This is an optimization exercise on Yosys and OpenROAD, whose aim is small area, a short achievable clock period and few clock cycles, not a production implementation.
The RTL was checked by simulation tests, not by an equivalence proof against the original design.
No driver is modelled on the clock port, so clocking that relies on it looks cheaper here than on a real chip.
No activity file was given, so power comes from the tool's default toggle rates.

<file path="design/flow/flow/run.sh">
#!/bin/bash
# The standard layout, with each port buffered by a buf_2 instead of the
# resizer's default choice (clkdlybuf4s50_1, larger and slower).
set -o pipefail
bash standard.sh "BUFFER_PORTS_ARGS=-buffer_cell sky130_fd_sc_hd__buf_2" finish > standard.log 2>&1
</file>
<file path="design/flow/standard.sh">
#!/bin/bash
# synth_recipe.tcl (not shown) runs the flow's synth.tcl, then flattens the netlist and writes it again
# the make line also repeats each setting of config.mk as NAME=value (left out here)
make -C /OpenROAD-flow-scripts/flow DESIGN_CONFIG=/design/flow/config.mk WORK_HOME=/design/flow/orfs CLKGATE_MAP_FILE= SYNTH_SCRIPT=/design/flow/synth_recipe.tcl "${@:-finish}"
</file>
<file path="design/flow/config.mk">
export PLATFORM = sky130hd
export DESIGN_NAME = fnn_imgclsfctn
export DESIGN_NICKNAME = fnn_imgclsfctn
export VERILOG_FILES = /design/flow/design.v
export SDC_FILE = /design/flow/constraint.sdc
export NUM_CORES = 4
export LEC_CHECK = 0
export CAP_MARGIN = 20
export CORE_MARGIN = 2
export CORE_UTILIZATION = 60
export CTS_BUF_LIST = sky130_fd_sc_hd__clkbuf_8
export CTS_CLUSTER_DIAMETER = 60
export CTS_CLUSTER_SIZE = 12
export SLEW_MARGIN = 20
</file>
<file path="design/flow/constraint.sdc">
create_clock -name core_clock -period 24.0 [get_ports {clk}]
set_input_delay 4.8000 -clock core_clock [delete_from_list [all_inputs] [get_ports {clk}]]
set_output_delay 4.8000 -clock core_clock [all_outputs]
set_load 0.01 [all_outputs]
</file>
<file path="design/flow/design.v">
module hidden_layer (
    input              clk,
    input              clr,
    input              add,
    input      [159:0] w,          
    input      [3:0]   sel,
    output     [15:0]  h_out
);
    reg [159:0] nacc;              
    reg [49:0]  ncy;               
    integer j, n;
    reg [15:0] na, nb, ns;         
    reg [4:0]  nci, nco;           
    reg        nt;                 
    always @(posedge clk) begin
        for (j = 0; j < 10; j = j + 1) begin
            na = nacc[16*j +: 16] | {16{clr}};
            nb = ~(w[16*j +: 16] & {16{add}});
            nci = ncy[5*j +: 5] | {5{clr}};
            nt = 1'b1;
            for (n = 0; n < 16; n = n + 1) begin
                if (n % 3 == 0 && n > 0) begin
                    nco[n/3 - 1] = nt;
                    nt = nci[n/3 - 1];
                end
                ns[n] = na[n] ^ nb[n] ^ nt;
                nt = (na[n] & nb[n]) | (na[n] & nt) | (nb[n] & nt);
            end
            nacc[16*j +: 16] <= ns;
            ncy[5*j +: 5] <= nco;
        end
    end
    integer m;
    reg [15:0] hs;
    reg [4:0]  cs;
    always @(*) begin
        hs = 16'd0;
        cs = 5'd0;
        for (m = 0; m < 10; m = m + 1)
            if (sel == m) begin
                hs = hs | ~nacc[16*m +: 16];
                cs = cs | ~ncy[5*m +: 5];
            end
    end
    assign h_out = hs + {cs[4], 2'd0, cs[3], 2'd0, cs[2], 2'd0, cs[1], 2'd0, cs[0], 3'd0};
endmodule
module output_layer (
    input              clk,
    input              reset,
    input              c_in,         
    input              last_in,      
    input      [3:0]   k_in,         
    input      [159:0] w,
    input      [15:0]  hidden_in,    
    output reg [15:0]  node_val,     
    output reg [3:0]   node_k,
    output reg         node_en
);
    reg        c2, last2;
    reg [3:0]  k2;
    reg [15:0] fld;
    reg [7:0]  d_one, d_two, d_neg;    
    integer k;
    reg [15:0] sel;
    always @(*) begin
        sel = 16'd0;
        for (k = 0; k < 10; k = k + 1)
            if (k_in == k) sel = sel | w[16*k +: 16];
    end
    integer e;
    reg [15:0] mplr;
    reg        b2, b1, b0;
    reg [7:0]  e_one, e_two, e_neg;
    always @(*) begin
        mplr = c_in ? 16'd1 : hidden_in;
        for (e = 0; e < 8; e = e + 1) begin
            b2 = mplr[2*e+1];
            b1 = mplr[2*e];
            b0 = (e == 0) ? 1'b0 : mplr[2*e-1];
            e_one[e] = b1 ^ b0;
            e_two[e] = (b2 & ~b1 & ~b0) | (~b2 & b1 & b0);
            e_neg[e] = b2 & ~(b1 & b0);
        end
    end
    integer d;
    reg [15:0] prod_pp, prod_neg, mag;
    always @(*) begin
        prod_pp = 16'd0;
        prod_neg = 16'd0;
        for (d = 0; d < 8; d = d + 1) begin
            mag = ({16{d_one[d]}} & fld) | ({16{d_two[d]}} & {fld[14:0], 1'b0});
            prod_pp = prod_pp + ((mag ^ {16{d_neg[d]}}) << (2*d));
            prod_neg[2*d] = d_neg[d];
        end
    end
    always @(posedge clk or posedge reset) begin
        if (reset) begin
            c2 <= 1'b0;
            last2 <= 1'b0;
            node_en <= 1'b0;
        end else begin
            c2 <= c_in;
            last2 <= last_in;
            node_en <= last2;
        end
    end
    always @(posedge clk) begin
        fld <= sel;
        d_one <= e_one;
        d_two <= e_two;
        d_neg <= e_neg;
        k2 <= k_in;
        node_val <= (c2 ? 16'd0 : node_val) + prod_pp + prod_neg;
        node_k <= k2;
    end
endmodule
module hardmax (
    input              clk,
    input              reset,
    input              en,           
    input      [15:0]  val,
    input      [3:0]   k,
    output reg [3:0]   max_index,    
    output reg         max_done      
);
    reg [15:0] max_value;
    always @(posedge clk) begin
        if (en && (k == 4'd0 || val > max_value)) begin
            max_value <= val;
            max_index <= k;
        end
    end
    always @(posedge clk or posedge reset) begin
        if (reset)
            max_done <= 1'b0;
        else
            max_done <= en && (k == 4'd9);
    end
endmodule
module fnn_imgclsfctn (
    input          clk,
    input          reset,
    input  [27:0]  input_image,
    output         nxt_inp,
    output [3:0]   outp,
    output         outp_valid,
    output [9:0]   w_addr,
    input  [159:0] w_data
);
    localparam S_INIT = 2'd3;   
    localparam S_B   = 2'd0;    
    localparam S_PIX = 2'd1;    
    localparam S_OUT = 2'd2;    
    reg [1:0]  state;
    reg [3:0]  kcnt;            
    reg [3:0]  icnt;            
    reg [27:0] cur;
    reg [9:0]  base;            
    reg [4:0]  rows;            
    reg        take;
    reg [9:0]  addr_r;
    reg        t0_bias, t0_pix, t0_c, t0_last;
    reg [3:0]  k0, i0;
    assign nxt_inp = take;
    assign w_addr  = addr_r;
    reg [4:0] col;
    integer b;
    always @(*) begin
        col = 5'd0;
        for (b = 27; b >= 0; b = b - 1)
            if (cur[b]) col = b[4:0];
    end
    wire        have = (cur != 28'd0);
    wire        pop  = (state == S_PIX) && have;
    wire [27:0] rem  = pop ? (cur & (cur - 28'd1)) : cur;
    wire        pix_done = (state == S_PIX) && (rem == 28'd0) && (rows == 5'd28);
    reg [1:0]  state_n;
    reg [4:0]  rows_n;
    reg [27:0] cur_n;
    always @(*) begin
        state_n = state;
        case (state)
            S_INIT:  state_n = S_B;
            S_B:     state_n = S_PIX;
            S_PIX:   if (pix_done) state_n = S_OUT;
            S_OUT:   if (icnt == 4'd10 && kcnt == 4'd9) state_n = S_B;
        endcase
        rows_n = pix_done ? 5'd0 : take ? rows + 5'd1 : rows;
        cur_n = take ? input_image : rem;
    end
    wire rem_le1 = ((rem & (rem - 28'd1)) == 28'd0);
    wire take_n = !take && (rows_n != 5'd28) &&
                  ((state == S_INIT) || (rem == 28'd0) || (rem_le1 && state_n == S_PIX));
    always @(posedge clk or posedge reset) begin
        if (reset) begin
            state <= S_INIT;
            kcnt <= 4'd0;
            icnt <= 4'd0;
            rows <= 5'd0;
            take <= 1'b0;
            t0_bias <= 1'b0;
            t0_pix <= 1'b0;
            t0_c <= 1'b0;
            t0_last <= 1'b0;
        end else begin
            state <= state_n;
            rows <= rows_n;
            take <= take_n;
            t0_bias <= (state == S_B);
            t0_pix <= pop;
            t0_c <= (state == S_OUT) && (icnt == 4'd0);
            t0_last <= (state == S_OUT) && (icnt == 4'd10);
            if (state == S_OUT) begin
                if (icnt == 4'd10) begin
                    icnt <= 4'd0;
                    kcnt <= (kcnt == 4'd9) ? 4'd0 : kcnt + 4'd1;
                end else
                    icnt <= icnt + 4'd1;
            end
        end
    end
    always @(posedge clk) begin
        cur <= cur_n;
        if (take)
            base <= (rows == 5'd0) ? 10'd0 : base + 10'd28;
        case (state)
            S_PIX:   addr_r <= base + {5'd0, col};
            S_OUT:   addr_r <= (icnt == 4'd0) ? 10'd795 : 10'd784 + {6'd0, icnt};
            default: addr_r <= 10'd784;
        endcase
        k0 <= kcnt;
        i0 <= icnt - 4'd1;
    end
    reg       t1_bias, t1_pix, t1_c, t1_last;
    reg [3:0] k1, i1;
    always @(posedge clk or posedge reset) begin
        if (reset) begin
            t1_bias <= 1'b0;
            t1_pix <= 1'b0;
            t1_c <= 1'b0;
            t1_last <= 1'b0;
        end else begin
            t1_bias <= t0_bias;
            t1_pix <= t0_pix;
            t1_c <= t0_c;
            t1_last <= t0_last;
        end
    end
    always @(posedge clk) begin
        k1 <= k0;
        i1 <= i0;
    end
    wire [15:0]  h_val;
    wire [15:0]  node_val;
    wire [3:0]   node_k;
    wire         node_en;
    hidden_layer u_hidden (
        .clk(clk),
        .clr(t1_bias),
        .add(t1_bias | t1_pix),
        .w(w_data),
        .sel(i1),
        .h_out(h_val)
    );
    output_layer u_output (
        .clk(clk),
        .reset(reset),
        .c_in(t1_c),
        .last_in(t1_last),
        .k_in(k1),
        .w(w_data),
        .hidden_in(h_val),
        .node_val(node_val),
        .node_k(node_k),
        .node_en(node_en)
    );
    hardmax u_hardmax (
        .clk(clk),
        .reset(reset),
        .en(node_en),
        .val(node_val),
        .k(node_k),
        .max_index(outp),
        .max_done(outp_valid)
    );
endmodule
</file>
==> results of run 1 <==
## cell usage after synthesis, types with 8 or more instances
cell and instances:
sky130_fd_sc_hd__dfxtp_1 328, sky130_fd_sc_hd__nand2_1 243, sky130_fd_sc_hd__fa_1 195, sky130_fd_sc_hd__or2_2 185, sky130_fd_sc_hd__inv_1 123, sky130_fd_sc_hd__clkbuf_1 120
sky130_fd_sc_hd__a22oi_1 113, sky130_fd_sc_hd__o22ai_1 100, sky130_fd_sc_hd__ha_1 93, sky130_fd_sc_hd__nor2_1 92, sky130_fd_sc_hd__xnor2_1 87, sky130_fd_sc_hd__o21ai_0 68
sky130_fd_sc_hd__a21oi_1 49, sky130_fd_sc_hd__nor3_1 49, sky130_fd_sc_hd__xor2_1 47, sky130_fd_sc_hd__nand4_1 29, sky130_fd_sc_hd__edfxtp_1 28, sky130_fd_sc_hd__nor2b_1 27
sky130_fd_sc_hd__dfrtp_1 26, sky130_fd_sc_hd__nand2b_1 24, sky130_fd_sc_hd__a21o_1 19, sky130_fd_sc_hd__a22o_1 17, sky130_fd_sc_hd__a221oi_1 16, sky130_fd_sc_hd__nand3_1 15
sky130_fd_sc_hd__a211oi_1 12, sky130_fd_sc_hd__a31oi_1 12, sky130_fd_sc_hd__and2_1 12, sky130_fd_sc_hd__buf_2 11, sky130_fd_sc_hd__o31ai_1 11, sky130_fd_sc_hd__nor4_1 10
sky130_fd_sc_hd__or3_1 8
## layer usage
| metal | wire (um) | share of wire [%] | vias up |
|---|---|---|---|
| met5 | 11 | 0.019 | - |
| met4 | 2170 | 3.7 | 2 |
| met3 | 4190 | 7.1 | 136 |
| met2 | 28000 | 47 | 661 |
| met1 | 24700 | 42 | 8491 |
| li1 | - | - | 8083 |
## power groups by stage
stage / sequential [mW] / combinational [mW] / clock, mW
after floorplan: 0.989 / 0.724 / 0
after global placement: 1.06 / 0.862 / 0
after detailed placement: 1.06 / 0.913 / 0
after CTS: 1.05 / 0.920 / 0.420
after global routing: 1.08 / 1.06 / 0.446
final: 1.06 / 0.910 / 0.410
## state kept, by name (all words and copies together) (netlist names), 10 cells and up
register / count
addr_r: 10
cur: 28
u_hardmax.max_value: 16
u_hidden.nacc: 160
u_hidden.ncy: 50
u_output.fld: 16
u_output.node_val: 16
## area by class of cell
type	count	area share (%)
Clock inverter	19	0.378
Tap cell	468	2.39
Inverter	124	1.90
Antenna cell	1	0.0102
Clock buffer	46	2.59
Sequential cell	384	33.2
Timing Repair Buffer	224	4.78
Multi-Input combinational cell	1637	54.8
## worst paths after layout
path / slack, ns / cells past startpoint / to / start
setup / recovery: 18.05 / 1 / nxt_inp / take$_DFF_PP0_
hold / removal: 0.33 / 0 / k1[3]$_DFF_P_ / k0[3]$_DFF_P_
setup reg to reg: 18.54 / 21 / u_output.node_val[15]$_DFF_P_ / u_output.fld[1]$_DFF_P_
hold reg to reg: 0.33 / 0 / k1[3]$_DFF_P_ / k0[3]$_DFF_P_
max in group asynchronous: 19.27 / 2 / t1_bias$_DFF_PP0_ / reset
min in group asynchronous: 4.25 / 2 / t1_last$_DFF_PP0_ / reset
## cells by family (layout without fill, tap and decap cells)
logic type / Yosys count / in the layout / synth area share, %
AOI/OAI and AO/OA: 470 / 470 / 14.2
xor gates and xnor gates: 134 / 134 / 5.22
adders and majority gates: 293 / 293 / 22.8
buffers and inverters: 264 / 413 / 4.53
DFF: 384 / 384 / 36.1
muxes: 6 / 6 / 0.334
other: 0 / 1 / 0
and+or+nand+nor: 734 / 734 / 16.8
==> flow_metrics.tcl, run 1 <==
set metrics [dict create \
    layout_skew_ns 0.0358 \
    core.rowCount 70 \
    status "complete, no violations" \
    area_growth_pct 8.84 \
    synth_largest_area_cell "sky130_fd_sc_hd__dfxtp_1" \
    hold_violations 0 \
    coreArea_um2 36800 \
    wirelength_um 59000 \
    cts-htree-levels 2 \
    final_cell_count_no_fill 2903 \
    post-route-period-util_pct 24.8 \
    p_int_mw 1.50 \
    period_minus_slack_ns 5.95 \
    critical_path.max_stage_delay_ns 0.41 \
    postCtsResizedCells 0 \
    groute.layer.met1.usage_pct 41.7 \
    dpl_worst_slack_ns 17.42 \
    critical_path_peak_fanout 2 \
    timing.critical_path.required_ns 19.20 \
    worstMarginPinSlew_ns 1.07 \
    wire_per_inst_um 20.3 \
    slew-limit-headroom_pct 28.6 \
    synthesis.instances 2285 \
    number_of_antenna_violations_at_the_first_check_in_global_routing 2 \
    place_congestion 0.928 \
    grt_use_total_pct 31.3 \
    cts.sink_count 384 \
    postCtsSetupRepairBufs 0 \
    first_iter_violations 1128 \
    synth_cell_type_count 85 \
    globalRoute.busiestLayer "met2" \
    clock_slew_at_the_register_clock_pins_of_the_worst_setup_and_hold_paths_ns 0.07 \
    drtAntennaViolNets 0 \
    hold-worst-slack_ns 0.329 \
    setup.worst_path.end_class "output port" \
    seqCellArea_um2 8120 \
    die_w_um 198 \
    die-height_um 198 \
    setup_viol 0 \
    grtUsageMet2_pct 51.3 \
    final_common_cell "sky130_fd_sc_hd__dfxtp_1" \
    tritoncts "built" \
    vdd_drop_max_uv 81.3 \
    setup_repair_after_global_routing_missed_its_margin "false" \
    postCtsHoldBufs 0 \
    synth.yosys.warnings 4 \
    synth_area_um2 22500 \
    post-dp-hpwl_um 44600 \
    critical_path_cell_list "buf_2" \
    via_count_of_the_first_global_routing_pass 17654 \
    worstHoldPathType "reg2reg" \
    critical_path.top_delay_family "flip-flops" \
    via_per_inst 5.98 \
    final_util_pct 66.5 \
    placed_area_um2 23700 \
    mappedNetlistNets 2763 \
    n_fill_cell 3022 \
    cts_buffers 40 \
    grt_max_degree 128 \
    power.leakage_nw 10.9 \
    final_cell_mix "sky130_fd_sc_hd__dfxtp_1, sky130_fd_sc_hd__nand2_1, sky130_fd_sc_hd__buf_2" \
    cts-root-buf "sky130_fd_sc_hd__clkbuf_8" \
    worstSetupStartpointType "flip-flop" \
    dp.cells 2837 \
    detailroute.via_count 17373 \
    drive_gt1_share_pct 20.4 \
    crit_arrival_ns 1.15 \
    crit_buf_inv 1 \
    post_synthesis_register_bit_count 384 \
    postSynth.asyncResetShare_pct 7.29 \
    detailedRoute.firstPassIterationCount 6 \
    ys_dominant_reg_cell "sky130_fd_sc_hd__dfxtp_1" \
    clock_latency_ns 0.62 \
    initial_core_utilization_pct 61.1 \
    design.die.area_um2 39000 \
    finalWorstSetupSlack_ns 18.05 \
    yosysSeqAreaShare_pct 36.1 \
    totalNegativeSetupSlack_ns 0 \
    boundaryPins 206 \
    port_buffers 205 \
    cts-root-to-sink-buffers 3 \
    number_of_synthesized_flops_with_an_enable_pin 28 \
    synth.avg_cell_area_um2 9.84 \
    grt_first_pass_wirelength_um 94900 \
    p_switching_uw 872 \
    fmaxAchievable_ghz 0.168 \
    layout.nets 2889 \
    netSwitchingFraction_pct 36.7 \
    synth.area.top_cells "sky130_fd_sc_hd__dfxtp_1, sky130_fd_sc_hd__fa_1, sky130_fd_sc_hd__ha_1" \
    multi_input_area_um2 13400 \
    post-layout-total-power_mw 2.38 \
    cell_area_after_layout_um2 24500 \
    timing_max_transition_violations_final 0 \
    synth_top_area_share_pct 29.2 \
    worst-setup-path-type "reg2out" \
    power.density_nw_per_um2 97.1 \
    route.detailed.drc 0 \
    power.share.clock_pct 17.2 \
    worst_path_max_delay_cell "sky130_fd_sc_hd__dfrtp_2" \
    globalRouteOverflowTotal 0 \
    pwr-share-comb_pct 38.3 \
    met3_usage_pct 4.88 \
    drv.max_cap_violation_count 0 \
    power.sequential.fraction_pct 44.5 \
]
Testbench counts, summed over its fixed seeds: cycles 13,736.
==> run 2: changes to the inputs <==
--- a/design/flow/design.v
+++ b/design/flow/design.v
@@ -6,27 +6,36 @@
     input      [3:0]   sel,
     output     [15:0]  h_out
 );
-    reg [159:0] nacc;              
+    localparam [15:0] INV = 16'b1101101101101101;    
+    reg [159:0] st;                
     reg [49:0]  ncy;               
     integer j, n;
-    reg [15:0] na, nb, ns;         
+    reg [15:0] x, y, s;            
     reg [4:0]  nci, nco;           
-    reg        nt;                 
+    reg        t;                  
     always @(posedge clk) begin
         for (j = 0; j < 10; j = j + 1) begin
-            na = nacc[16*j +: 16] | {16{clr}};
-            nb = ~(w[16*j +: 16] & {16{add}});
+            for (n = 0; n < 16; n = n + 1) begin
+                if (INV[n]) begin
+                    x[n] = st[16*j + n] | clr;               
+                    y[n] = ~(w[16*j + n] & add);             
+                end else begin
+                    x[n] = st[16*j + n] & ~clr;              
+                    y[n] = w[16*j + n] & add;                
+                end
+            end
             nci = ncy[5*j +: 5] | {5{clr}};
-            nt = 1'b1;
+            t = 1'b1;                                        
             for (n = 0; n < 16; n = n + 1) begin
                 if (n % 3 == 0 && n > 0) begin
-                    nco[n/3 - 1] = nt;
-                    nt = nci[n/3 - 1];
-                end
-                ns[n] = na[n] ^ nb[n] ^ nt;
-                nt = (na[n] & nb[n]) | (na[n] & nt) | (nb[n] & nt);
-            end
-            nacc[16*j +: 16] <= ns;
+                    nco[n/3 - 1] = t;                        
+                    t = nci[n/3 - 1];
+                end else if (n > 0 && INV[n] != INV[n-1])
+                    t = ~t;
+                s[n] = x[n] ^ y[n] ^ t;
+                t = (x[n] & y[n]) | (x[n] & t) | (y[n] & t);
+            end
+            st[16*j +: 16] <= s;
             ncy[5*j +: 5] <= nco;
         end
     end
@@ -38,7 +47,7 @@
         cs = 5'd0;
         for (m = 0; m < 10; m = m + 1)
             if (sel == m) begin
-                hs = hs | ~nacc[16*m +: 16];
+                hs = hs | (st[16*m +: 16] ^ INV);
                 cs = cs | ~ncy[5*m +: 5];
             end
     end
--- a/design/flow/config.mk
+++ b/design/flow/config.mk
@@ -8,7 +8,6 @@
 export CAP_MARGIN = 20
 export CORE_MARGIN = 2
 export CORE_UTILIZATION = 60
-export CTS_BUF_LIST = sky130_fd_sc_hd__clkbuf_8
-export CTS_CLUSTER_DIAMETER = 60
-export CTS_CLUSTER_SIZE = 12
+export CTS_CLUSTER_DIAMETER = 100
+export CTS_CLUSTER_SIZE = 20
 export SLEW_MARGIN = 20
==> run 2 against run 1 <==
Still clean. Core utilization about the same. Combinational power up 9.5%. Clock power down 1%. Critical endpoint unchanged. Largest cell class unchanged.
==> flow_metrics.tcl, run 2 <==
set metrics [dict create \
    yosysSeqAreaShare_pct 35.0 \
    final_cell_mix "sky130_fd_sc_hd__dfxtp_1, sky130_fd_sc_hd__nand2_1, sky130_fd_sc_hd__buf_2" \
    synth_top_area_share_pct 28.4 \
    synth_largest_area_cell "sky130_fd_sc_hd__dfxtp_1" \
    post-route-period-util_pct 26.7 \
    totalNegativeSetupSlack_ns 0 \
    tritoncts "built" \
    synth_cell_type_count 94 \
    r2r_slack_ns 18.55 \
    r2r-end "u_output.node_val[15]$_DFF_P_" \
    synth_area_um2 23100 \
    final_common_cell "sky130_fd_sc_hd__dfxtp_1" \
    largest_reg_flops 160 \
    die_w_um 200 \
    area_growth_pct 8.70 \
    power.leakage_nw 11.2 \
    via_per_inst 6.12 \
    number_of_antenna_violations_at_the_first_check_in_global_routing 4 \
    worstSetupStartpointType "flip-flop" \
    cts-root-to-sink-buffers 3 \
    detailroute.via_count 18297 \
    setup.worst_path.end_class "output port" \
    hold_violations 0 \
    layout_skew_ns 0.0245 \
    worst-setup-path-type "reg2out" \
    seqCellArea_um2 8110 \
    postCtsResizedCells 0 \
    timing.critical_path.required_ns 19.20 \
    synth_compound_gate_area_share_pct 14.8 \
    period_minus_slack_ns 6.40 \
    synth-adder-area-share_pct 22.0 \
    cell_area_after_layout_um2 25200 \
    worst_setup_path_endpoint "nxt_inp" \
    port_buffers 205 \
    design.die.area_um2 40200 \
    cts-htree-levels 1 \
    list_of_most_frequent_post_synthesis_cells "sky130_fd_sc_hd__dfxtp_1, sky130_fd_sc_hd__nand2_1, sky130_fd_sc_hd__fa_1, sky130_fd_sc_hd__inv_1, sky130_fd_sc_hd__or2_2" \
    synthSimpleGateAreaFrac_pct 16.7 \
    globalRouteOverflowTotal 0 \
    clock_slew_at_the_register_clock_pins_of_the_worst_setup_and_hold_paths_ns 0.09 \
    cts.sink_count 384 \
    largest_family_of_logic_cells_by_synthesized_area "adder cells" \
    setup_repair_after_global_routing_missed_its_margin "false" \
    drive_gt1_share_pct 18.3 \
    route.detailed.drc 0 \
    wire_per_inst_um 23.2 \
    post-dp-hpwl_um 53500 \
    mappedNetlistNets 2824 \
    layout.nets 2944 \
    reg2reg_from "u_output.fld[1]$_DFF_P_" \
    crit_path_start "take$_DFF_PP0_" \
    core.rowCount 71 \
    wirelength_um 69500 \
    initial_core_utilization_pct 61.2 \
    cts_buffers 23 \
    placed_area_um2 24500 \
    boundaryPins 206 \
    number_of_synthesized_flops_with_an_enable_pin 28 \
    grt_max_degree 118 \
    multi_input_area_um2 13900 \
    setup_viol 0 \
    grt_first_pass_wirelength_um 107000 \
    registers.top_by_ff_count "u_hidden.st" \
    synth.avg_cell_area_um2 9.87 \
    status "complete, no violations" \
    postCtsSetupRepairBufs 0 \
    via_count_of_the_first_global_routing_pass 18168 \
    worst-r2r-cell-count 20 \
    cts-root-buf "sky130_fd_sc_hd__clkbuf_16" \
    grt_use_total_pct 34.7 \
    dp.cells 2952 \
    postSynth.asyncResetShare_pct 7.29 \
    critical_path_peak_fanout 55 \
    ys_dominant_reg_cell "sky130_fd_sc_hd__dfxtp_1" \
    crit_arrival_ns 1.60 \
    die-height_um 200 \
    worstHoldPathType "reg2reg" \
    post-layout-total-power_mw 2.48 \
    area_share_of_xor_xnor_cells_in_the_synthesized_design_pct 4.96 \
    synth.most_common_cell "sky130_fd_sc_hd__dfxtp_1" \
    drv.max_cap_violation_count 0 \
    vdd_drop_max_uv 73.6 \
    synth.area.top_cells "sky130_fd_sc_hd__dfxtp_1, sky130_fd_sc_hd__fa_1, sky130_fd_sc_hd__ha_1" \
    largestRegisters "u_hidden.st (160), u_hidden.ncy (50), cur (28)" \
    place_congestion 0.981 \
    fmaxAchievable_ghz 0.156 \
    coreArea_um2 37800 \
    first_iter_violations 1977 \
    timing_max_transition_violations_final 0 \
    slew-limit-headroom_pct 29.5 \
    synthesis.instances 2346 \
    n_fill_cell 3141 \
    clock_latency_ns 0.56 \
    power.density_nw_per_um2 98.6 \
    synth.yosys.warnings 4 \
    detailedRoute.firstPassIterationCount 5 \
    synth_mux_area_share_pct 1.32 \
    drtAntennaViolNets 0 \
    worstMarginPinSlew_ns 1.06 \
    final_cell_count_no_fill 2991 \
    post_synthesis_register_bit_count 384 \
    postCtsHoldBufs 0 \
]
run 2: report_power, final:
part           leakage, nW  internal, mW  switching (mW)
clock                0.306         0.179           0.225
sequential            3.34         0.891           0.190
combinational         7.52         0.457           0.539
total                 11.2          1.53           0.954
run 2: final cells by class:
type / count / share of cell area (%)
Multi-Input combinational cell: 1651 / 55.2
Sequential cell: 384 / 32.2
Timing Repair Buffer: 232 / 4.88
Inverter: 174 / 2.60
Tap cell: 511 / 2.54
Clock buffer: 32 / 2.42
Clock inverter: 2 / 0.0995
Antenna cell: 5 / 0.0497
run 2: cell families after synthesis:
logic type / count (synthesis)
and+or+nand+nor: 720
muxes: 28
buffers and inverters: 311
xor gates and xnor gates: 131
AOI/OAI and AO/OA: 482
DFF: 384
adders and majority gates: 290
run 2: how the worst min path moves through the flow:
stage	cells after the start	slack, ns	startpoint	endpoint
after CTS	0	0.33	k0[0]$_DFF_P_	k1[0]$_DFF_P_
final	0	0.33	u_output.k2[0]$_DFF_P_	u_output.node_k[0]$_DFF_P_
after detailed placement	0	0.31	u_output.k2[2]$_DFF_P_	u_output.node_k[2]$_DFF_P_
after global placement	0	0.31	i0[1]$_DFF_P_	i1[1]$_DFF_P_
after floorplan	0	0.31	i0[0]$_DFF_P_	i1[0]$_DFF_P_
after global routing	0	0.34	u_output.k2[0]$_DFF_P_	u_output.node_k[0]$_DFF_P_
run 2: through the flow:
stage / setup WS (ns) / utilization (%) / hold slack (ns)
floorplan: 17.82 / - / 0.310
global placement: 17.62 / 64.8 / 0.310
detailed placement: 17.56 / 64.8 / 0.314
CTS: 17.57 / 66.5 / 0.331
global route: 17.50 / 66.5 / 0.339
finish: 17.60 / 66.5 / 0.332
run 2: routing by layer:
layer  GRT usage, %  vias to the layer above  wire length, um  share of wire, %
li1               -                     8294                -                 -
met1           51.6                     9017            30300                44
met2           51.4                      865            29600                43
met3           8.12                      119             7510                11
met4           8.78                        2             2090               3.0
met5              0                        -               12             0.017
run 2: critical path, cell delays in order (launching register included):
cell	delay, ns
sky130_fd_sc_hd__dfrtp_1	0.33
sky130_fd_sc_hd__buf_4	0.44
sky130_fd_sc_hd__buf_2	0.23
Testbench counts of run 2, summed over its fixed seeds: cycles 13,736.
==> run 3: changes to the inputs <==
--- a/design/flow/design.v
+++ b/design/flow/design.v
@@ -6,36 +6,27 @@
     input      [3:0]   sel,
     output     [15:0]  h_out
 );
-    localparam [15:0] INV = 16'b1101101101101101;    
-    reg [159:0] st;                
+    reg [159:0] nacc;              
     reg [49:0]  ncy;               
     integer j, n;
-    reg [15:0] x, y, s;            
+    reg [15:0] na, nb, ns;         
     reg [4:0]  nci, nco;           
-    reg        t;                  
+    reg        nt;                 
     always @(posedge clk) begin
         for (j = 0; j < 10; j = j + 1) begin
-            for (n = 0; n < 16; n = n + 1) begin
-                if (INV[n]) begin
-                    x[n] = st[16*j + n] | clr;               
-                    y[n] = ~(w[16*j + n] & add);             
-                end else begin
-                    x[n] = st[16*j + n] & ~clr;              
-                    y[n] = w[16*j + n] & add;                
-                end
-            end
+            na = nacc[16*j +: 16] | {16{clr}};
+            nb = ~(w[16*j +: 16] & {16{add}});
             nci = ncy[5*j +: 5] | {5{clr}};
-            t = 1'b1;                                        
+            nt = 1'b1;
             for (n = 0; n < 16; n = n + 1) begin
                 if (n % 3 == 0 && n > 0) begin
-                    nco[n/3 - 1] = t;                        
-                    t = nci[n/3 - 1];
-                end else if (n > 0 && INV[n] != INV[n-1])
-                    t = ~t;
-                s[n] = x[n] ^ y[n] ^ t;
-                t = (x[n] & y[n]) | (x[n] & t) | (y[n] & t);
+                    nco[n/3 - 1] = nt;
+                    nt = nci[n/3 - 1];
+                end
+                ns[n] = na[n] ^ nb[n] ^ nt;
+                nt = (na[n] & nb[n]) | (na[n] & nt) | (nb[n] & nt);
             end
-            st[16*j +: 16] <= s;
+            nacc[16*j +: 16] <= ns;
             ncy[5*j +: 5] <= nco;
         end
     end
@@ -47,7 +38,7 @@
         cs = 5'd0;
         for (m = 0; m < 10; m = m + 1)
             if (sel == m) begin
-                hs = hs | (st[16*m +: 16] ^ INV);
+                hs = hs | ~nacc[16*m +: 16];
                 cs = cs | ~ncy[5*m +: 5];
             end
     end
==> design/flow/flow/run.sh (replaced) <==
#!/bin/bash
# The standard layout, with two changes:
#  - each port is buffered by a buf_1 instead of the resizer's default
#    choice (clkdlybuf4s50_1, larger and slower);
#  - after clock tree synthesis, the resizer swaps the inputs of gates with
#    interchangeable inputs (pin swapping only: no cell is added, removed or
#    resized) so that the latest signals use the fastest pins, on the paths
#    longer than 5.85 ns; then the standard flow goes on from there.
set -eo pipefail
PORTS="BUFFER_PORTS_ARGS=-buffer_cell sky130_fd_sc_hd__buf_1"
bash standard.sh "$PORTS" cts > standard_to_cts.log 2>&1
RES=$PWD/orfs/results/$FLOW_PLATFORM/fnn_imgclsfctn/base
RES=$RES openroad -exit flow/swap_pins.tcl > swap_pins.log 2>&1
bash standard.sh "$PORTS" finish > standard_to_finish.log 2>&1
==> design/flow/flow/swap_pins.tcl (new file) <==
# Pin swapping on the layout after clock tree synthesis (4_cts.odb), in place.
set P $::env(FLOW_HOME)/platforms/$::env(FLOW_PLATFORM)
read_liberty $P/lib/sky130_fd_sc_hd__tt_025C_1v80.lib
read_db $::env(RES)/4_cts.odb
read_sdc $::env(RES)/4_cts.sdc
source $P/setRC.tcl
set_propagated_clock [all_clocks]
estimate_parasitics -placement
puts "worst setup slack before: [worst_slack -max]"
repair_timing -setup -setup_margin [expr {$::env(FLOW_PERIOD_NS) - 5.85}] -sequence swap -verbose
estimate_parasitics -placement
puts "worst setup slack after: [worst_slack -max]"
write_db $::env(RES)/4_cts.odb
==> run 3 against run 2 <==
Routed wire length fell by 15%. Critical path depth decreased by 1. Largest power group unchanged. Register-to-register slack worse by 0.11 ns. Design area is 4.0% lower. Still clean on timing, DRC and antenna. Die area fell by 2.8%. Sequential power hardly changed. Maximum frequency rose by 8.2%.
==> flow_metrics.tcl, run 3 <==
set metrics [dict create \
    fmaxAchievable_ghz 0.169 \
    cts_buffers 23 \
    power.leakage_nw 10.2 \
    place_congestion 0.910 \
    drv.max_cap_violation_count 0 \
    coreArea_um2 36800 \
    synth_cell_type_count 85 \
    synth.area.top_cells "sky130_fd_sc_hd__dfxtp_1, sky130_fd_sc_hd__fa_1, sky130_fd_sc_hd__ha_1" \
    r2r_slack_ns 18.44 \
    status "complete, no violations" \
    via_per_inst 5.99 \
    slew-limit-headroom_pct 29.4 \
    yosysSeqAreaShare_pct 36.1 \
    largestRegisters "u_hidden.nacc (160), u_hidden.ncy (50), cur (28)" \
    postSynth.asyncResetShare_pct 7.29 \
    postCtsHoldBufs 0 \
    cts-root-buf "sky130_fd_sc_hd__clkbuf_16" \
    critical_path.top_delay_family "flip-flops" \
    clock_latency_ns 0.56 \
    largest_reg_flops 160 \
    timing.critical_path.required_ns 19.20 \
    synth_mux_area_share_pct 0.334 \
    worstHoldPathType "reg2reg" \
    cts-htree-levels 1 \
    grt_use_total_pct 30.9 \
    grt_max_degree 128 \
    port_buffers 205 \
    design.die.area_um2 39000 \
    ys_dominant_reg_cell "sky130_fd_sc_hd__dfxtp_1" \
    r2r-end "u_output.node_val[15]$_DFF_P_" \
    whs_path_depth 0 \
    post-route-period-util_pct 24.7 \
    via_count_of_the_first_global_routing_pass 17688 \
    reg2reg_from "u_output.fld[1]$_DFF_P_" \
    mappedNetlistNets 2763 \
    critical_path.max_stage_delay_ns 0.42 \
    post-dp-hpwl_um 44200 \
    synth.avg_cell_area_um2 9.84 \
    hold-worst-slack_ns 0.332 \
    postCtsSetupRepairBufs 0 \
    synth.most_common_cell "sky130_fd_sc_hd__dfxtp_1" \
    min_from "u_output.k2[1]$_DFF_P_" \
    setup_viol 0 \
    die_w_um 198 \
    n_fill_cell 3157 \
    post-layout-total-power_mw 2.36 \
    layout_skew_ns 0.0201 \
    critical_path_cell_list "buf_1" \
    core.rowCount 70 \
    wirelength_um 58700 \
    synth-adder-area-share_pct 22.8 \
    synthesis.instances 2285 \
    tritoncts "built" \
    synth_area_um2 22500 \
    hold-path-endpoint "u_output.node_k[1]$_DFF_P_" \
    setup.worst_path.end_class "output port" \
    setup_repair_after_global_routing_missed_its_margin "false" \
    synth_top_area_share_pct 29.2 \
    vdd_drop_max_uv 78.5 \
    postCtsResizedCells 0 \
    crit_arrival_ns 1.12 \
    largest_family_of_logic_cells_by_synthesized_area "adder cells" \
    die-height_um 198 \
    clock_slew_at_the_register_clock_pins_of_the_worst_setup_and_hold_paths_ns 0.09 \
    first_iter_violations 1263 \
    worst-setup-path-type "reg2out" \
    registers.top_by_ff_count "u_hidden.nacc" \
    boundaryPins 206 \
    layout.nets 2874 \
    initial_core_utilization_pct 61.1 \
    synth_largest_area_cell "sky130_fd_sc_hd__dfxtp_1" \
    detailedRoute.firstPassIterationCount 5 \
    period_minus_slack_ns 5.92 \
    worst_path_max_delay_cell "sky130_fd_sc_hd__dfrtp_2" \
    finalWorstSetupSlack_ns 18.08 \
    synth.yosys.warnings 4 \
    route.detailed.drc 0 \
    timing_max_transition_violations_final 0 \
    list_of_most_frequent_post_synthesis_cells "sky130_fd_sc_hd__dfxtp_1, sky130_fd_sc_hd__nand2_1, sky130_fd_sc_hd__fa_1, sky130_fd_sc_hd__or2_2, sky130_fd_sc_hd__inv_1" \
    critical_path_peak_fanout 2 \
    synth_compound_gate_area_share_pct 14.2 \
    drive_gt1_share_pct 11.1 \
    crit_buf_inv 1 \
    placed_area_um2 23500 \
    worst-r2r-cell-count 21 \
    power.density_nw_per_um2 97.8 \
    final_common_cell "sky130_fd_sc_hd__dfxtp_1" \
    cell_area_after_layout_um2 24100 \
    grt_first_pass_wirelength_um 94000 \
    area_share_of_xor_xnor_cells_in_the_synthesized_design_pct 5.22 \
    number_of_antenna_violations_at_the_first_check_in_global_routing 1 \
    dpl_worst_slack_ns 17.38 \
    post_synthesis_register_bit_count 384 \
    drtAntennaViolNets 0 \
    final_cell_mix "sky130_fd_sc_hd__dfxtp_1, sky130_fd_sc_hd__nand2_1, sky130_fd_sc_hd__buf_1" \
    cts.sink_count 384 \
    totalNegativeSetupSlack_ns 0 \
    hold_violations 0 \
    area_growth_pct 7.38 \
    cts-root-to-sink-buffers 3 \
    worstSetupStartpointType "flip-flop" \
    globalRouteOverflowTotal 0 \
    detailroute.via_count 17229 \
    number_of_synthesized_flops_with_an_enable_pin 28 \
    wire_per_inst_um 20.4 \
    worstMarginPinSlew_ns 1.06 \
    synthSimpleGateAreaFrac_pct 16.8 \
]
## run 3: final cells by class
class                           count  area [um^2]  share of cell area [%]
Clock inverter                      1         16.3                  0.0674
Inverter                          124          465                    1.93
Tap cell                          468          586                    2.43
Clock buffer                       32          619                    2.57
Sequential cell                   384         8120                    33.6
Timing Repair Buffer              226          927                    3.84
Antenna cell                        2         5.00                  0.0207
Multi-Input combinational cell   1637        13400                    55.5
## run 3: cells by family (layout without fill, tap and decap cells)
| logic type | after synthesis | after routing |
|---|---|---|
| simple gates | 734 | 734 |
| buf+inv | 264 | 383 |
| compound gates | 470 | 470 |
| mux | 6 | 6 |
| flops | 384 | 384 |
| other cells | 0 | 2 |
| xor+xnor | 134 | 134 |
| fa+ha+maj | 293 | 293 |
## run 3: metrics by stage
stage          utilization, %  std cells
2_1_floorplan               -       2285
3_3_place_gp             63.9       2839
3_5_place_dp             63.9       2839
4_1_cts                  65.6       2872
5_1_grt                  65.6       2872
6_report                 65.6       2874
## run 3: worst max-delay path by stage
stage	from	endpoint	cells past startpoint
floorplan	w_data[105]	u_hidden.nacc[107]$_DFF_P_	4
global placement	w_data[6]	u_hidden.nacc[8]$_DFF_P_	5
detailed placement	w_data[22]	u_hidden.nacc[24]$_DFF_P_	5
CTS	w_data[22]	u_hidden.nacc[24]$_DFF_P_	5
global route	w_data[44]	u_hidden.nacc[46]$_DFF_P_	5
finish	take$_DFF_PP0_	nxt_inp	1
## run 3: routing by layer
metal / vias up / wire length, um / GRT usage (%)
li1: 8053 / - / -
met5: - / 13 / 0
met3: 122 / 3930 / 4.80
met1: 8421 / 24200 / 40.7
met2: 631 / 28200 / 52.2
met4: 2 / 2360 / 10.8
## run 3: where the power goes
| group | internal (mW) | switching [mW] | total (mW) |
|---|---|---|---|
| logic | 0.426 | 0.477 | 0.903 |
| registers | 0.892 | 0.163 | 1.06 |
| clock network | 0.181 | 0.222 | 0.403 |
| total | 1.50 | 0.863 | 2.36 |
Testbench counts of run 3, summed over its fixed seeds: cycles 13,736.
==> run 4: changes to the inputs <==
--- a/design/flow/design.v
+++ b/design/flow/design.v
@@ -157,11 +157,13 @@
     reg [27:0] cur;
     reg [9:0]  base;            
     reg [4:0]  rows;            
-    reg        take;
+    reg        take_o;          
+    reg        ntake;           
+    wire       take = !ntake;
     reg [9:0]  addr_r;
     reg        t0_bias, t0_pix, t0_c, t0_last;
     reg [3:0]  k0, i0;
-    assign nxt_inp = take;
+    assign nxt_inp = take_o;
     assign w_addr  = addr_r;
     reg [4:0] col;
     integer b;
@@ -197,7 +199,8 @@
             kcnt <= 4'd0;
             icnt <= 4'd0;
             rows <= 5'd0;
-            take <= 1'b0;
+            take_o <= 1'b0;
+            ntake <= 1'b1;
             t0_bias <= 1'b0;
             t0_pix <= 1'b0;
             t0_c <= 1'b0;
@@ -205,7 +208,8 @@
         end else begin
             state <= state_n;
             rows <= rows_n;
-            take <= take_n;
+            take_o <= take_n;
+            ntake <= !take_n;
             t0_bias <= (state == S_B);
             t0_pix <= pop;
             t0_c <= (state == S_OUT) && (icnt == 4'd0);
==> run 4 against run 3 <==
Still clean on timing, DRC and antenna. Sequential share of layout area decreased by 0.27 points. First-iteration DRC count grew 20%. Power rose by 6.9%. Via count rose by 1.7%. Clock skew up 0.0065 ns. Sequential power about the same. Maximum frequency fell by 0.51%. Register-to-register slack got worse by 0.03 ns. Critical path depth grew 4. Design area rose by 1.1%. Final cell count increased by 1.4%. Critical path type is now in2reg. Largest cell class unchanged.
==> flow_metrics.tcl, run 4 <==
set metrics [dict create \
    core.rowCount 71 \
    detailedRoute.firstPassIterationCount 5 \
    worstSetupStartpointType "input port" \
    worst-r2r-cell-count 21 \
    clock_latency_ns 0.57 \
    coreArea_um2 37400 \
    synth.most_common_cell "sky130_fd_sc_hd__dfxtp_1" \
    critical_path_peak_fanout 2 \
    layout_skew_ns 0.0266 \
    period_minus_slack_ns 5.95 \
    vdd_drop_max_uv 72.0 \
    power.leakage_nw 10.2 \
    postCtsResizedCells 0 \
    timing.critical_path.required_ns 24.43 \
    reg2reg_from "u_output.fld[1]$_DFF_P_" \
    final_common_cell "sky130_fd_sc_hd__dfxtp_1" \
    ys_dominant_reg_cell "sky130_fd_sc_hd__dfxtp_1" \
    globalRouteOverflowTotal 0 \
    boundaryPins 206 \
    fmaxAchievable_ghz 0.168 \
    initial_core_utilization_pct 60.4 \
    synthesis.instances 2260 \
    wire_per_inst_um 21.9 \
    design.die.area_um2 39200 \
    synth.avg_cell_area_um2 10.0 \
    post_synthesis_register_bit_count 385 \
    setup_repair_after_global_routing_missed_its_margin "false" \
    pwr-share-comb_pct 41.2 \
    drv.max_cap_violation_count 0 \
    netSwitchingFraction_pct 37.9 \
    cts-root-buf "sky130_fd_sc_hd__clkbuf_16" \
    first_iter_violations 1520 \
    mappedNetlistNets 2738 \
    synth_area_um2 22600 \
    worst-setup-path-type "in2reg" \
    p_int_mw 1.57 \
    post-layout-total-power_mw 2.52 \
    whs_path_depth 0 \
    post-dp-hpwl_um 47600 \
    cts-htree-levels 1 \
    hold_violations 0 \
    final_cell_count_no_fill 2914 \
    layout.nets 2866 \
    cts-root-to-sink-buffers 3 \
    postCtsSetupRepairBufs 0 \
    tritoncts "built" \
    area_growth_pct 7.99 \
    totalNegativeSetupSlack_ns 0 \
    synth_largest_area_cell "sky130_fd_sc_hd__dfxtp_1" \
    postSynth.asyncResetShare_pct 7.53 \
    largestRegisters "u_hidden.nacc (160), u_hidden.ncy (50), cur (28)" \
    die-height_um 198 \
    worstHoldPathType "reg2reg" \
    number_of_antenna_violations_at_the_first_check_in_global_routing 8 \
    wirelength_um 63900 \
    r2r-end "u_output.node_val[15]$_DFF_P_" \
    n_fill_cell 3110 \
    final_util_pct 65.3 \
    number_of_synthesized_flops_with_an_enable_pin 28 \
    setup.worst_path.end_class "flip-flop" \
    power.density_nw_per_um2 103 \
    min_from "u_output.k2[0]$_DFF_P_" \
    list_of_most_frequent_post_synthesis_cells "sky130_fd_sc_hd__dfxtp_1, sky130_fd_sc_hd__nand2_1, sky130_fd_sc_hd__fa_1, sky130_fd_sc_hd__or2_2, sky130_fd_sc_hd__inv_1" \
    place_congestion 0.914 \
    postCtsHoldBufs 0 \
    drtAntennaViolNets 0 \
    port_buffers 205 \
    grt_max_degree 89 \
    clock_slew_at_the_register_clock_pins_of_the_worst_setup_and_hold_paths_ns 0.09 \
    power.share.clock_pct 15.9 \
    post-route-period-util_pct 24.8 \
    power.sequential.fraction_pct 42.9 \
    cts.sink_count 385 \
    largest_reg_flops 160 \
    die_w_um 198 \
    crit_arrival_ns 6.37 \
    setup_viol 0 \
    grt_first_pass_wirelength_um 99600 \
    drive_gt1_share_pct 12.0 \
    dp.cells 2874 \
    grt_use_total_pct 33.2 \
    cts_buffers 23 \
    yosysSeqAreaShare_pct 36.0 \
    registers.top_by_ff_count "u_hidden.nacc" \
    synth.yosys.warnings 4 \
    synth_top_area_share_pct 29.0 \
    synth.area.top_cells "sky130_fd_sc_hd__dfxtp_1, sky130_fd_sc_hd__fa_1, sky130_fd_sc_hd__ha_1" \
    timing_max_transition_violations_final 0 \
    status "complete, no violations" \
    detailroute.via_count 17514 \
    synth_cell_type_count 81 \
    via_per_inst 6.01 \
    r2r_slack_ns 18.41 \
    worstMarginPinSlew_ns 1.06 \
    hold-worst-slack_ns 0.320 \
    hold-path-endpoint "u_output.node_k[0]$_DFF_P_" \
    via_count_of_the_first_global_routing_pass 17618 \
    p_switching_uw 957 \
    slew-limit-headroom_pct 28.8 \
    route.detailed.drc 0 \
    final_cell_mix "sky130_fd_sc_hd__dfxtp_1, sky130_fd_sc_hd__nand2_1, sky130_fd_sc_hd__buf_1" \
]
## run 4: layout make-up
type | instances | area (um^2) | area share (%)
antenna | 7 | 17.5 | 0.0718
clock buffer | 31 | 606 | 2.48
clock inverter | 2 | 36.3 | 0.149
inverter | 133 | 499 | 2.04
multi-input combinational | 1618 | 13500 | 55.5
sequential | 385 | 8140 | 33.3
tap | 511 | 639 | 2.62
timing repair buffer | 227 | 935 | 3.83
## run 4: metal layers
| layer | global-route usage (%) | vias up | routed length, um |
|---|---|---|---|
| li1 | - | 8008 | - |
| met1 | 47.2 | 8668 | 27400 |
| met2 | 53.0 | 712 | 29200 |
| met3 | 4.07 | 126 | 5150 |
| met4 | 10.9 | 0 | 2180 |
| met5 | 0 | - | 0 |
## run 4: worst max-delay path by stage
stage,from,depth (start not counted),to,slack [ns]
3_5_place_dp,w_data[108],5,u_hidden.nacc[110]$_DFF_P_,17.37
3_3_place_gp,w_data[28],5,u_hidden.nacc[30]$_DFF_P_,17.40
2_1_floorplan,w_data[99],4,u_hidden.nacc[101]$_DFF_P_,17.68
5_1_grt,u_output.fld[1]$_DFF_P_,21,u_output.node_val[15]$_DFF_P_,18.03
4_1_cts,w_data[108],5,u_hidden.nacc[110]$_DFF_P_,17.92
6_report,w_data[108],5,u_hidden.nacc[110]$_DFF_P_,18.05
## run 4: kinds of logic (layout without fill, tap and decap cells)
kind of cell	count (synthesis)	after routing	share of synthesized area (%)
AOI/OAI and AO/OA	442	442	13.5
xor gates and xnor gates	135	135	5.23
adders and majority gates	295	295	22.7
buffers and inverters	257	393	4.36
DFF	385	385	36.0
muxes	32	32	1.78
other	0	7	0
and+or+nand+nor	714	714	16.4
## run 4: through the flow
stage | worst slack [ns] | area [um^2]
floorplan | 17.68 | 22600
detailed placement | 17.37 | 23700
CTS | 17.92 | 24400
finish | 18.05 | 24400
global route | 18.03 | 24400
global placement | 17.40 | 23700
## run 4: critical path: stages
cell and delay [ns]:
sky130_fd_sc_hd__buf_1 0.15, sky130_fd_sc_hd__nand2_1 0.10, sky130_fd_sc_hd__fa_1 0.45, sky130_fd_sc_hd__fa_1 0.42
sky130_fd_sc_hd__fa_1 0.45
## run 4: power groups by stage
stage / sequential [mW] / clock [mW] / combinational, mW
after floorplan: 1.00 / 0 / 0.810
after global placement: 1.08 / 0 / 0.976
after detailed placement: 1.08 / 0 / 1.04
after CTS: 1.07 / 0.409 / 1.05
after global routing: 1.10 / 0.430 / 1.20
final: 1.08 / 0.401 / 1.04
Testbench counts of run 4, summed over its fixed seeds: cycles 13,736.
==> run 5: changes to the inputs <==
--- a/design/flow/design.v
+++ b/design/flow/design.v
@@ -7,27 +7,29 @@
     output     [15:0]  h_out
 );
     reg [159:0] nacc;              
-    reg [49:0]  ncy;               
+    wire [159:0] acc = ~nacc;
+    reg [49:0]  cy;                
     integer j, n;
-    reg [15:0] na, nb, ns;         
-    reg [4:0]  nci, nco;           
-    reg        nt;                 
+    reg [15:0] a, b;
+    reg [4:0]  c, co;
+    reg [15:0] s;
+    reg        t;
     always @(posedge clk) begin
         for (j = 0; j < 10; j = j + 1) begin
-            na = nacc[16*j +: 16] | {16{clr}};
-            nb = ~(w[16*j +: 16] & {16{add}});
-            nci = ncy[5*j +: 5] | {5{clr}};
-            nt = 1'b1;
+            a = clr ? 16'd0 : acc[16*j +: 16];
+            b = add ? w[16*j +: 16] : 16'd0;
+            c = clr ? 5'd0 : cy[5*j +: 5];
+            t = 1'b0;
             for (n = 0; n < 16; n = n + 1) begin
                 if (n % 3 == 0 && n > 0) begin
-                    nco[n/3 - 1] = nt;
-                    nt = nci[n/3 - 1];
+                    co[n/3 - 1] = t;
+                    t = c[n/3 - 1];
                 end
-                ns[n] = na[n] ^ nb[n] ^ nt;
-                nt = (na[n] & nb[n]) | (na[n] & nt) | (nb[n] & nt);
+                s[n] = a[n] ^ b[n] ^ t;
+                t = (a[n] & b[n]) | (a[n] & t) | (b[n] & t);
             end
-            nacc[16*j +: 16] <= ns;
-            ncy[5*j +: 5] <= nco;
+            nacc[16*j +: 16] <= ~s;
+            cy[5*j +: 5] <= co;
         end
     end
     integer m;
@@ -38,8 +40,8 @@
         cs = 5'd0;
         for (m = 0; m < 10; m = m + 1)
             if (sel == m) begin
-                hs = hs | ~nacc[16*m +: 16];
-                cs = cs | ~ncy[5*m +: 5];
+                hs = hs | acc[16*m +: 16];
+                cs = cs | cy[5*m +: 5];
             end
     end
     assign h_out = hs + {cs[4], 2'd0, cs[3], 2'd0, cs[2], 2'd0, cs[1], 2'd0, cs[0], 3'd0};
@@ -154,64 +156,72 @@
     reg [1:0]  state;
     reg [3:0]  kcnt;            
     reg [3:0]  icnt;            
-    reg [27:0] cur;
-    reg [9:0]  base;            
     reg [4:0]  rows;            
-    reg        take_o;          
-    reg        ntake;           
-    wire       take = !ntake;
+    reg        take;
+    reg        fresh;           
+    reg [4:0]  lastc;           
+    reg [9:0]  rbase;           
+    reg        took;            
+    reg        colv;            
+    reg [4:0]  colr;
     reg [9:0]  addr_r;
     reg        t0_bias, t0_pix, t0_c, t0_last;
     reg [3:0]  k0, i0;
-    assign nxt_inp = take_o;
+    assign nxt_inp = take;
     assign w_addr  = addr_r;
+    wire scan = (state == S_B || state == S_PIX) && (rows != 5'd28);
+    reg [27:0] m;
+    integer b;
+    always @(*) begin
+        for (b = 0; b < 28; b = b + 1)
+            m[b] = input_image[b] && (fresh || b > lastc);
+    end
     reg [4:0] col;
-    integer b;
     always @(*) begin
         col = 5'd0;
         for (b = 27; b >= 0; b = b - 1)
-            if (cur[b]) col = b[4:0];
-    end
-    wire        have = (cur != 28'd0);
-    wire        pop  = (state == S_PIX) && have;
-    wire [27:0] rem  = pop ? (cur & (cur - 28'd1)) : cur;
-    wire        pix_done = (state == S_PIX) && (rem == 28'd0) && (rows == 5'd28);
-    reg [1:0]  state_n;
-    reg [4:0]  rows_n;
-    reg [27:0] cur_n;
-    always @(*) begin
-        state_n = state;
-        case (state)
-            S_INIT:  state_n = S_B;
-            S_B:     state_n = S_PIX;
-            S_PIX:   if (pix_done) state_n = S_OUT;
-            S_OUT:   if (icnt == 4'd10 && kcnt == 4'd9) state_n = S_B;
-        endcase
-        rows_n = pix_done ? 5'd0 : take ? rows + 5'd1 : rows;
-        cur_n = take ? input_image : rem;
-    end
-    wire rem_le1 = ((rem & (rem - 28'd1)) == 28'd0);
-    wire take_n = !take && (rows_n != 5'd28) &&
-                  ((state == S_INIT) || (rem == 28'd0) || (rem_le1 && state_n == S_PIX));
+            if (m[b]) col = b[4:0];
+    end
+    wire [27:0] m1 = m & (m - 28'd1);       
+    wire [27:0] m2 = m1 & (m1 - 28'd1);     
+    wire        le2 = (m2 == 28'd0);
+    wire have = scan && (m != 28'd0);
+    wire pix_done = (state == S_PIX) && (rows == 5'd28);
+    wire take_n = scan && !take && le2;
     always @(posedge clk or posedge reset) begin
         if (reset) begin
             state <= S_INIT;
             kcnt <= 4'd0;
             icnt <= 4'd0;
             rows <= 5'd0;
-            take_o <= 1'b0;
-            ntake <= 1'b1;
+            take <= 1'b0;
+            fresh <= 1'b1;
+            took <= 1'b0;
+            colv <= 1'b0;
             t0_bias <= 1'b0;
             t0_pix <= 1'b0;
             t0_c <= 1'b0;
             t0_last <= 1'b0;
         end else begin
-            state <= state_n;
-            rows <= rows_n;
-            take_o <= take_n;
-            ntake <= !take_n;
+            case (state)
+                S_INIT:  state <= S_B;
+                S_B:     state <= S_PIX;
+                S_PIX:   if (pix_done) state <= S_OUT;
+                S_OUT:   if (icnt == 4'd10 && kcnt == 4'd9) state <= S_B;
+            endcase
+            if (pix_done)
+                rows <= 5'd0;
+            else if (take)
+                rows <= rows + 5'd1;
+            take <= take_n;
+            if (take)
+                fresh <= 1'b1;
+            else if (have)
+                fresh <= 1'b0;
+            took <= take;
+            colv <= have;
             t0_bias <= (state == S_B);
-            t0_pix <= pop;
+            t0_pix <= (state == S_PIX) && colv;
             t0_c <= (state == S_OUT) && (icnt == 4'd0);
             t0_last <= (state == S_OUT) && (icnt == 4'd10);
             if (state == S_OUT) begin
@@ -224,11 +234,16 @@
         end
     end
     always @(posedge clk) begin
-        cur <= cur_n;
-        if (take)
-            base <= (rows == 5'd0) ? 10'd0 : base + 10'd28;
+        if (have) begin
+            lastc <= col;
+            colr <= col;
+        end
+        if (pix_done || state == S_INIT)
+            rbase <= 10'd0;
+        else if (took)
+            rbase <= rbase + 10'd28;
         case (state)
-            S_PIX:   addr_r <= base + {5'd0, col};
+            S_PIX:   addr_r <= rbase + {5'd0, colr};
             S_OUT:   addr_r <= (icnt == 4'd0) ? 10'd795 : 10'd784 + {6'd0, icnt};
             default: addr_r <= 10'd784;
         endcase
==> design/flow/flow/run.sh (replaced) <==
#!/bin/bash
# The standard layout, with each port buffered by a buf_2 instead of the
# resizer's default choice (clkdlybuf4s50_1, larger and slower).
set -o pipefail
bash standard.sh "BUFFER_PORTS_ARGS=-buffer_cell sky130_fd_sc_hd__buf_2" finish > standard.log 2>&1
removed: design/flow/flow/swap_pins.tcl
==> run 5 against run 4 <==
Clock power decreased by 3%. Die area rose by 2.2%. Flip-flop and latch count is 21 lower. Largest power group unchanged. Largest cell class unchanged. Global-route usage up 0.84 points. Sequential share of layout area fell by 2.6 points. Core utilization grew 1.0 points. Maximum frequency down 15%.
==> flow_metrics.tcl, run 5 <==
set metrics [dict create \
    drv.max_cap_violation_count 0 \
    number_of_synthesized_flops_with_an_enable_pin 25 \
    synth_compound_gate_area_share_pct 14.7 \
    synth_area_um2 23100 \
    synthesis.instances 2416 \
    totalNegativeSetupSlack_ns 0 \
    first_iter_violations 1684 \
    post-layout-total-power_mw 2.13 \
    hold-worst-slack_ns 0.325 \
    cts_buffers 22 \
    r2r-end "u_output.node_val[15]$_DFF_P_" \
    hold_violations 0 \
    initial_core_utilization_pct 61.1 \
    registers.top_by_ff_count "u_hidden.nacc" \
    critical_path_cell_list "buf_2, o21a_1, a31oi_1, o21ai_2, nor4_4, a31oi_1, a221oi_1, o2111ai_1, or3_1, a211oi_2" \
    whs_path_depth 0 \
    worstMarginPinSlew_ns 1.23 \
    worst_path_max_delay_cell "sky130_fd_sc_hd__nor4_4" \
    synth_top_area_share_pct 26.7 \
    cts-root-buf "sky130_fd_sc_hd__clkbuf_16" \
    vdd_drop_max_uv 65.1 \
    via_count_of_the_first_global_routing_pass 18311 \
    die-height_um 200 \
    postCtsHoldBufs 0 \
    period_minus_slack_ns 6.98 \
    largestRegisters "u_hidden.nacc (160), u_hidden.cy (50)" \
    drtAntennaViolNets 0 \
    cts.sink_count 364 \
    layout.nets 3018 \
    worst-setup-path-type "in2reg" \
    synth.most_common_cell "sky130_fd_sc_hd__dfxtp_1" \
    synth_largest_area_cell "sky130_fd_sc_hd__dfxtp_1" \
    cts-root-to-sink-buffers 3 \
    slew-limit-headroom_pct 17.7 \
    clock_slew_at_the_register_clock_pins_of_the_worst_setup_and_hold_paths_ns 0.09 \
    grt_max_degree 103 \
    synth_cell_type_count 100 \
    postCtsResizedCells 0 \
    status "complete, no violations" \
    coreArea_um2 37800 \
    worstSetupStartpointType "input port" \
    synth.area.top_cells "sky130_fd_sc_hd__dfxtp_1, sky130_fd_sc_hd__fa_1, sky130_fd_sc_hd__ha_1" \
    min_from "k0[1]$_DFF_P_" \
    final_common_cell "sky130_fd_sc_hd__dfxtp_1" \
    largest_family_of_logic_cells_by_synthesized_area "adder cells" \
    wirelength_um 68100 \
    design.die.area_um2 40100 \
    via_per_inst 5.96 \
    detailroute.via_count 18255 \
    clock_latency_ns 0.56 \
    wire_per_inst_um 22.3 \
    timing_max_transition_violations_final 0 \
    grt_first_pass_wirelength_um 105000 \
    worstHoldPathType "reg2reg" \
    power.density_nw_per_um2 84.7 \
    finalWorstSetupSlack_ns 17.02 \
    critical_path_peak_fanout 11 \
    setup_viol 0 \
    final_cell_mix "sky130_fd_sc_hd__dfxtp_1, sky130_fd_sc_hd__inv_1, sky130_fd_sc_hd__buf_2" \
    critical_path.max_stage_delay_ns 0.46 \
    synth-adder-area-share_pct 22.0 \
    synthSimpleGateAreaFrac_pct 16.6 \
    list_of_most_frequent_post_synthesis_cells "sky130_fd_sc_hd__dfxtp_1, sky130_fd_sc_hd__inv_1, sky130_fd_sc_hd__fa_1, sky130_fd_sc_hd__nor2_1, sky130_fd_sc_hd__a22oi_1" \
    tritoncts "built" \
    boundaryPins 206 \
    mappedNetlistNets 2894 \
    detailedRoute.firstPassIterationCount 6 \
    synth.yosys.warnings 4 \
    grt_use_total_pct 34.0 \
    timing.critical_path.required_ns 24.46 \
    largest_reg_flops 160 \
    hold-path-endpoint "k1[1]$_DFF_P_" \
    port_buffers 205 \
    core.rowCount 71 \
    ys_dominant_reg_cell "sky130_fd_sc_hd__dfxtp_1" \
    setup_repair_after_global_routing_missed_its_margin "false" \
    route.detailed.drc 0 \
    die_w_um 200 \
    dpl_worst_slack_ns 16.51 \
    layout_skew_ns 0.0223 \
    r2r_slack_ns 18.71 \
    globalRouteOverflowTotal 0 \
    synth_mux_area_share_pct 1.11 \
    setup.worst_path.end_class "flip-flop" \
    number_of_antenna_violations_at_the_first_check_in_global_routing 3 \
    power.leakage_nw 11.3 \
    post_synthesis_register_bit_count 364 \
    postCtsSetupRepairBufs 0 \
    area_growth_pct 8.49 \
    worst_path_most_repeated_cell "sky130_fd_sc_hd__a31oi_1" \
    synth.avg_cell_area_um2 9.57 \
    fmaxAchievable_ghz 0.143 \
    cts-htree-levels 1 \
    yosysSeqAreaShare_pct 33.3 \
    reg2reg_from "u_output.d_neg[2]$_DFF_P_" \
    drive_gt1_share_pct 14.2 \
    area_share_of_xor_xnor_cells_in_the_synthesized_design_pct 5.15 \
    worst-r2r-cell-count 19 \
    crit_arrival_ns 7.45 \
    postSynth.asyncResetShare_pct 8.52 \
    post-route-period-util_pct 29.1 \
    post-dp-hpwl_um 52500 \
    place_congestion 0.959 \
]
run 5: logic make-up (layout without fill, tap and decap cells):
family | after synthesis | in the layout
simple gates | 718 | 718
compound gates | 471 | 471
buf+inv | 415 | 547
flops | 364 | 364
fa+ha+maj | 291 | 291
xor+xnor | 136 | 136
mux | 21 | 21
other cells | 0 | 2
run 5: worst max path at each step:
stage	from	endpoint	slack, ns	cells past startpoint
after floorplan	input_image[8]	take$_DFF_PP0_	16.98	9
after global placement	input_image[1]	take$_DFF_PP0_	16.54	10
after detailed placement	input_image[1]	take$_DFF_PP0_	16.51	10
after CTS	input_image[1]	take$_DFF_PP0_	17.06	10
after global routing	input_image[1]	take$_DFF_PP0_	16.77	10
final	input_image[1]	take$_DFF_PP0_	17.02	10
run 5: worst max-delay path, delay by kind of cell:
kind / cells / cell delay, ns
AO/OA/AOI/OAI: 7 / 1.71
AND/OR/NAND/NOR: 2 / 0.80
buffers and inverters: 1 / 0.14
run 5: final cells by class:
| cell class | instances | area, um^2 |
|---|---|---|
| antenna | 2 | 5.00 |
| multi-input combinational | 1637 | 13800 |
| clock inverter | 2 | 17.5 |
| tap | 511 | 639 |
| clock buffer | 30 | 612 |
| timing repair buffer | 224 | 1170 |
| sequential | 364 | 7700 |
| fill | 3152 | 12800 |
| inverter | 291 | 1090 |
run 5: power by group:
group          leakage, nW  switching [mW]  internal (mW)
logic                 7.79           0.424          0.322
clock network        0.306           0.210          0.179
registers             3.20           0.162          0.829
total                 11.3           0.796           1.33
run 5: layer usage:
metal / track usage [%] / part of all wire (%) / wire length (um) / vias up
met3: 13.0 / 13 / 8780 / 95
li1: - / - / - / 8345
met1: 47.3 / 42 / 28800 / 8979
met4: 7.43 / 2.0 / 1390 / 2
met2: 50.8 / 43 / 29200 / 834
met5: 0 / 0.019 / 13 / -
run 5: stage by stage:
stage	cells	utilization [%]	area, um^2
after CTS	3058	66.2	25100
final	3061	66.3	25100
after detailed placement	3026	64.6	24400
after floorplan	2416	-	23100
after global routing	3061	66.3	25100
after global placement	3026	64.5	24400
Testbench counts of run 5, summed over its fixed seeds: cycles 13,738.

==> re-timing with driven ports <==
The flow's constraints put no driver on any port. The routed layouts listed below were extracted and timed again, unchanged, in two steps.
Step 1: set_driving_cell puts a clkbuf_16 on clk and a buf_2 on each other input, an assumption about the parent block.
Step 2 moves the port delays by t, midway between the first and last clock arrival at a register: inputs arrive t later, outputs are due t later. That takes back most of the time a late clock gives input paths.
a / b / c = ideal ports / drivers / drivers and shift; a / b = the first two.
run	t (ns)	setup WS [ns]	hold slack, ns	cell pins on the clock port's net
run 1	0.645	18.049 / 18.002 / 17.428	0.329 / 0.329 / 0.329	1
run 2	0.610	17.599 / 17.544 / 17.548	0.332 / 0.332 / 0.332	1
run 3	0.607	18.083 / 18.030 / 17.523	0.332 / 0.332 / 0.332	1
run 4	0.609	18.053 / 18.071 / 17.465	0.320 / 0.320 / 0.320	1
run 5	0.607	17.015 / 17.054 / 16.446	0.325 / 0.325 / 0.325	1
After both steps every run listed still meets setup and hold. For run 1, which loses most, drivers alone change the setup slack by -0.047 ns; drivers and shift together by -0.621 ns.
